This design comes from an exercise in tuning for small area on the open sky130 flow, not from production work.
Where RTL was checked, it was by simulation tests only, not by an equivalence proof against the original.
Power and IR drop assume default switching activity.

Setup of trial 73:
==> module smg_interface_demo, before the edit <==
module smg_interface_demo
(
    input CLK,                       
    input RSTn,                      
    input R1,                        
    input key,                       
    output [7:0]SMG_Data,            
    output [5:0]Scan_Sig,            
    output [3:0] led,
    output rx                        
);
reg f8;
wire rst = RSTn & ~f8;
reg [5:0] c1;
reg [4:0] q;
wire c1_end = ~c1[5] & ~c1[3] & ~c1[1] & ~c1[0];    
wire c1_zero = ~c1[4] & ~c1[3] & ~c1[2] & ~c1[1];   
wire samp = c1_end & q[4] & q[1] & q[0];     
always @(posedge CLK)
    if (!rst) begin
        c1 <= 6'b000001;
        q <= 5'd0;
    end else begin
        c1 <= c1_end ? 6'b000001 : {c1[4:0], c1[5] ^ c1[0]};
        if (c1_end) q <= (q == 5'd19) ? 5'd0 : q + 5'd1;
    end
reg kc, kk, p;
wire pc = samp & kc & ~R1;
wire pk = samp & kk & ~key;
reg [4:0] cc;            
reg [7:0] ck;            
reg rec1, rec2;          
reg F;                   
reg lr1, lr2;
always @(posedge CLK)
    if (!rst) begin
        kc <= 1'b1; kk <= 1'b1; p <= 1'b0;
    end else if (samp) begin
        kc <= R1; kk <= key; p <= pc;
    end else if (c1[2]) begin
        p <= 1'b0;
    end
wire pd1 = p & ~c1[2];                       
wire pd2 = p;                                
wire cc4 = (cc == 5'd4);
wire cc5 = (cc == 5'd5);
wire cc8 = (cc == 5'd8);
wire cc9 = (cc == 5'd9);
wire fl1 = pd1 ? cc5 : cc4;
wire ff  = pd1 ? cc9 : cc8;
wire v   = pd2 ? cc9 : cc8;
wire c1rec = pd2 ? cc5 : cc4;
wire cc_ge8 = (cc[4] | cc[3]) & ~(pd1 & ~c1[1] & cc8);
wire [3:0] n1d = rec1 ? ck[3:0] : 4'd0;
wire [3:0] n2d = rec2 ? ck[7:4] : 4'd0;
wire gt = n1d > n2d;
wire eq = n1d == n2d;
wire f1 = v & gt;
wire f2 = v & ~gt & ~eq;
wire fm = v & eq;
wire [3:0] nl = v ? (gt ? n1d : n2d) : 4'd0;
always @(posedge CLK)
    if (!rst) begin
        cc <= 5'd0; ck <= 8'd0; rec1 <= 1'b0; rec2 <= 1'b0; F <= 1'b0;
        lr1 <= 1'b0; lr2 <= 1'b0;
    end else begin
        if (pc) cc <= cc + 5'd1;
        if (pk & ~cc[4] & ~cc[3] & ~(cc[2] ? rec2 : rec1)) ck[cc[2:0]] <= 1'b1;
        rec1 <= rec1 | c1rec;
        rec2 <= rec2 | v;
        F <= F | cc_ge8;
        if (L) begin
            if (f1) begin lr1 <= 1'b1; lr2 <= 1'b0; end
            else if (f2) begin lr1 <= 1'b0; lr2 <= 1'b1; end
            else if (fm) begin lr1 <= 1'b1; lr2 <= 1'b1; end
        end else begin
            lr1 <= 1'b0; lr2 <= 1'b0;
        end
    end
reg [15:0] B;
reg [2:0] K;
reg L;
wire bfb = B[15] ^ B[14] ^ B[12] ^ B[3] ^ (B[14:0] == 15'd0);
wire bwrap = (B == 16'h8000);                
always @(posedge CLK)
    if (!F) begin
        B <= 16'd0; K <= 3'd0; L <= 1'b1; f8 <= 1'b0;
    end else begin
        B <= {B[14:0], bfb};
        if (bwrap) K <= K + 3'd1;
        if (B == 16'hc099) L <= 1'b0;           
        else if (bwrap) L <= 1'b1;
        if (K[2] & K[1] & (B == 16'h177c)) f8 <= 1'b1;    
    end
assign led = {2'b00, fl1 | lr1, ff ^ lr2};
reg [3:0] nld;           
always @(posedge CLK) nld <= nl;
reg [2:0] j;
reg [3:0] rnum;
reg [3:0] dn;            
wire [2:0] dig = (j == 3'd7) ? 3'd0 :
                 c1_zero ? ((j == 3'd5) ? 3'd0 : j + 3'd1) : j;
reg [3:0] selv;
always @(*)
    case (dig)
        3'd0: selv = n1d;
        3'd1: selv = n2d;
        3'd3, 3'd5: selv = nld;
        default: selv = 4'd10;
    endcase
always @(posedge CLK or negedge rst)
    if (!rst) begin
        j <= 3'd7; rnum <= 4'd0; dn <= 4'd0;
    end else begin
        j <= dig;
        if (!c1_end) rnum <= selv;
        if (rnum <= 4'd10) dn <= ~rnum;
    end
reg [5:0] scan;
always @(*)
    case (j)
        3'd0: scan = 6'b011_111;
        3'd1: scan = 6'b101_111;
        3'd2: scan = 6'b110_111;
        3'd3: scan = 6'b111_011;
        3'd4: scan = 6'b111_101;
        3'd5: scan = 6'b111_110;
        default: scan = 6'b100_000;
    endcase
assign Scan_Sig = scan;
reg [7:0] seg;
always @(*)
    case (~dn)
        4'd0: seg = 8'b1100_0000;
        4'd1: seg = 8'b1111_1001;
        4'd2: seg = 8'b1010_0100;
        4'd3: seg = 8'b1011_0000;
        4'd4: seg = 8'b1001_1001;
        4'd5: seg = 8'b1001_0010;
        4'd6: seg = 8'b1000_0010;
        4'd7: seg = 8'b1111_1000;
        4'd8: seg = 8'b1000_0000;
        4'd9: seg = 8'b1001_0000;
        4'd10: seg = 8'b1011_1111;
        default: seg = 8'b1111_1111;
    endcase
assign SMG_Data = seg;
reg [1:0] uj;
reg [1:0] u3;
reg [2:0] u7;
reg [4:0] u31;
reg [3:0] bc;            
reg b, tx;
wire div0 = (uj == 2'b01) & (u3 == 2'b11) & (u7 == 3'b010) & (u31 == 5'b00010);
wire [3:0] bc_n = div0 ? ((bc == 4'd10) ? 4'd0 : bc + 4'd1) : bc;
reg bit_n;
always @(*)
    case (bc_n)
        4'd1: bit_n = 1'b0;
        4'd2: bit_n = nld[0];
        4'd3: bit_n = nld[1];
        4'd4: bit_n = nld[2];
        4'd5: bit_n = nld[3];
        4'd6, 4'd7, 4'd8, 4'd9: bit_n = 1'b0;
        default: bit_n = 1'b1;
    endcase
always @(posedge CLK or negedge RSTn)
    if (!RSTn) begin
        uj <= 2'b00; u3 <= 2'b01; u7 <= 3'b001; u31 <= 5'b00001;
        bc <= 4'd15; b <= 1'b1; tx <= 1'b0;
    end else begin
        uj <= {uj[0], ~uj[1]};
        u3 <= {u3[0], u3[1] ^ u3[0]};
        u7 <= {u7[1:0], u7[2] ^ u7[1]};
        u31 <= {u31[3:0], u31[4] ^ u31[2]};
        bc <= bc_n;
        b <= bit_n;
        tx <= b;
    end
assign rx = tx;
endmodule
Settings: LEC_CHECK=0, CAP_MARGIN=20, CORE_MARGIN=2, CORE_UTILIZATION=40, SLEW_MARGIN=20; clock period 10.0 ns.
standard.sh (not shown) runs the stock make flow with config.mk's settings and CLKGATE_MAP_FILE= SYNTH_SCRIPT=/design/flow/synth_recipe.tcl, a recipe that flattens the netlist after the stock synthesis.
==> flow/flow/run.sh <==
#!/bin/bash
# Own flow: the standard layout (same ORFS steps, same synthesis script up to
# technology mapping), with these changes:
#  - ABC maps the logic with an area-oriented script (flow/area.abc) and the
#    adders are left to ABC instead of being mapped to half/full-adder cells;
#  - port buffers use the smallest buffer cell;
#  - CTS inserts no dummy loads.
# Registers come from the same synthesis steps as the standard flow.
set -euo pipefail
W=$PWD
cp config.mk flow_config.mk
cat >> flow_config.mk <<EOC
export ADDER_MAP_FILE =
export CTS_ARGS = -sink_clustering_enable -repair_clock_nets -dont_use_dummy_load
export BUFFER_PORTS_ARGS = -buffer_cell sky130_fd_sc_hd__buf_1
EOC
# The standard flow's synthesis script, with ABC's mapping script replaced
cat > flow_synth.tcl <<EOT
proc abc {args} {
  set out {}
  set skip 0
  foreach a \$args {
    if {\$skip} { set skip 0; continue }
    if {\$a eq "-script" || \$a eq "-constr"} { set skip 1; continue }
    lappend out \$a
  }
  yosys abc -script $W/flow/area.abc {*}\$out
}
EOT
cat synth_recipe.tcl >> flow_synth.tcl
make -C "$FLOW_HOME" DESIGN_CONFIG=$W/flow_config.mk WORK_HOME=$W/orfs CLKGATE_MAP_FILE= \
  SYNTH_SCRIPT=$W/flow_synth.tcl finish > make.log 2>&1
R=$W/orfs/results/sky130hd/smg_interface_demo/base
: # left out here: write the final layout as DEF
==> flow/flow/area.abc <==
strash; scorr; dc2; dretime; strash; balance -l; resub -K 6 -l; rewrite -l; resub -K 6 -N 2 -l; refactor -l; resub -K 8 -l; balance -l; resub -K 8 -N 2 -l; rewrite -l; resub -K 10 -l; rewrite -z -l; resub -K 10 -N 2 -l; balance -l; resub -K 12 -l; refactor -z -l; resub -K 12 -N 2 -l; rewrite -z -l; balance -l; balance -l; resub -K 6 -l; rewrite -l; resub -K 6 -N 2 -l; refactor -l; resub -K 8 -l; balance -l; resub -K 8 -N 2 -l; rewrite -l; resub -K 10 -l; rewrite -z -l; resub -K 10 -N 2 -l; balance -l; resub -K 12 -l; refactor -z -l; resub -K 12 -N 2 -l; rewrite -z -l; balance -l; dch -f; amap; topo
What build 11 does differently from trial 73 at the input level:
-- flow/design.v --
<<< trial 73, line 14
reg [5:0] c1;
reg [4:0] q;
wire c1_end = ~c1[5] & ~c1[3] & ~c1[1] & ~c1[0];    
wire c1_zero = ~c1[4] & ~c1[3] & ~c1[2] & ~c1[1];   
wire samp = c1_end & q[4] & q[1] & q[0];     
always @(posedge CLK)
    if (!rst) begin
        c1 <= 6'b000001;
        q <= 5'd0;
    end else begin
        c1 <= c1_end ? 6'b000001 : {c1[4:0], c1[5] ^ c1[0]};
        if (c1_end) q <= (q == 5'd19) ? 5'd0 : q + 5'd1;
    end
>>> build 11, line 14
reg [5:0] c1;
reg [4:0] q;
wire c1_end = c1[5] & c1[4] & c1[0];         
wire samp = c1_end & q[4] & q[1] & q[0];     
always @(posedge CLK)
    if (!rst) begin
        c1 <= 6'd0;
        q <= 5'd0;
    end else begin
        c1 <= c1_end ? 6'd0 : c1 + 6'd1;
        if (c1_end) q <= (q == 5'd19) ? 5'd0 : q + 5'd1;
    end
<<< trial 73, line 38
    end else if (samp) begin
        kc <= R1; kk <= key; p <= pc;
    end else if (c1[2]) begin
        p <= 1'b0;
    end
wire pd1 = p & ~c1[2];                       
wire pd2 = p;                                
wire cc4 = (cc == 5'd4);
>>> build 11, line 37
    end else if (samp) begin
        kc <= R1; kk <= key; p <= pc;
    end else if (c1[1]) begin
        p <= 1'b0;
    end
wire pd1 = p & ~c1[1];                       
wire pd2 = p;                                
wire cc4 = (cc == 5'd4);
<<< trial 73, line 51
wire v   = pd2 ? cc9 : cc8;
wire c1rec = pd2 ? cc5 : cc4;
wire cc_ge8 = (cc[4] | cc[3]) & ~(pd1 & ~c1[1] & cc8);
wire [3:0] n1d = rec1 ? ck[3:0] : 4'd0;
wire [3:0] n2d = rec2 ? ck[7:4] : 4'd0;
>>> build 11, line 50
wire v   = pd2 ? cc9 : cc8;
wire c1rec = pd2 ? cc5 : cc4;
wire cc_ge8 = (cc[4] | cc[3]) & ~(pd1 & ~c1[0] & cc8);
wire [3:0] n1d = rec1 ? ck[3:0] : 4'd0;
wire [3:0] n2d = rec2 ? ck[7:4] : 4'd0;
<<< trial 73, line 100
reg [3:0] dn;            
wire [2:0] dig = (j == 3'd7) ? 3'd0 :
                 c1_zero ? ((j == 3'd5) ? 3'd0 : j + 3'd1) : j;
reg [3:0] selv;
always @(*)
>>> build 11, line 99
reg [3:0] dn;            
wire [2:0] dig = (j == 3'd7) ? 3'd0 :
                 (c1 == 6'd0) ? ((j == 3'd5) ? 3'd0 : j + 3'd1) : j;
reg [3:0] selv;
always @(*)
Results
- The final layouts of trial 73 and build 11 pass the timing, design-rule and antenna checks.
- The sequential-cell power consumption was comparable across trial 73 and build 11.
- Taking trial 73 as the reference, in build 11 number of buffers added by the clock tree synthesis step saw little to no change; layout cell share with drive strength beyond 1 saw a decrease; number of placement rows saw an increase.
- Trial 73 and build 11 ended up with nearly the same total negative slack.
- In build 11, the gate count of the mapped netlist came out about 4% above the value in trial 73.
For build 11, only the layout was checked, not whether the RTL still works.

==> static timing again, ports no longer ideal <==
The flow's constraints put no driver on any port. The routed layouts listed below were extracted and timed again, unchanged, in two steps.
Step 1 assumes that a clkbuf_16 drives the clock port and a buf_2 every other input.
Step 2, shift: input delay + t, output delay - t, t = (earliest + latest rising clock arrival at the registers) / 2. This alone moves slack from input paths to output paths.
Slacks: ideal ports / drivers / drivers and shift; pairs: ideal ports / drivers.
| run | t (ns) | slack for setup (ns) | latest minus earliest clock arrival (ns) | pins driven straight from the clock port |
|---|---|---|---|---|
| trial 73 | 0.371 | 6.185 / 6.157 / 6.015 | 0.031 / 0.031 | 1 |
| build 11 | 0.374 | 6.039 / 6.043 / 5.669 | 0.024 / 0.024 | 1 |
After both steps every run listed still meets setup and hold. For build 11, which loses most, drivers alone change the setup slack by +0.004 ns; drivers and shift together by -0.370 ns.
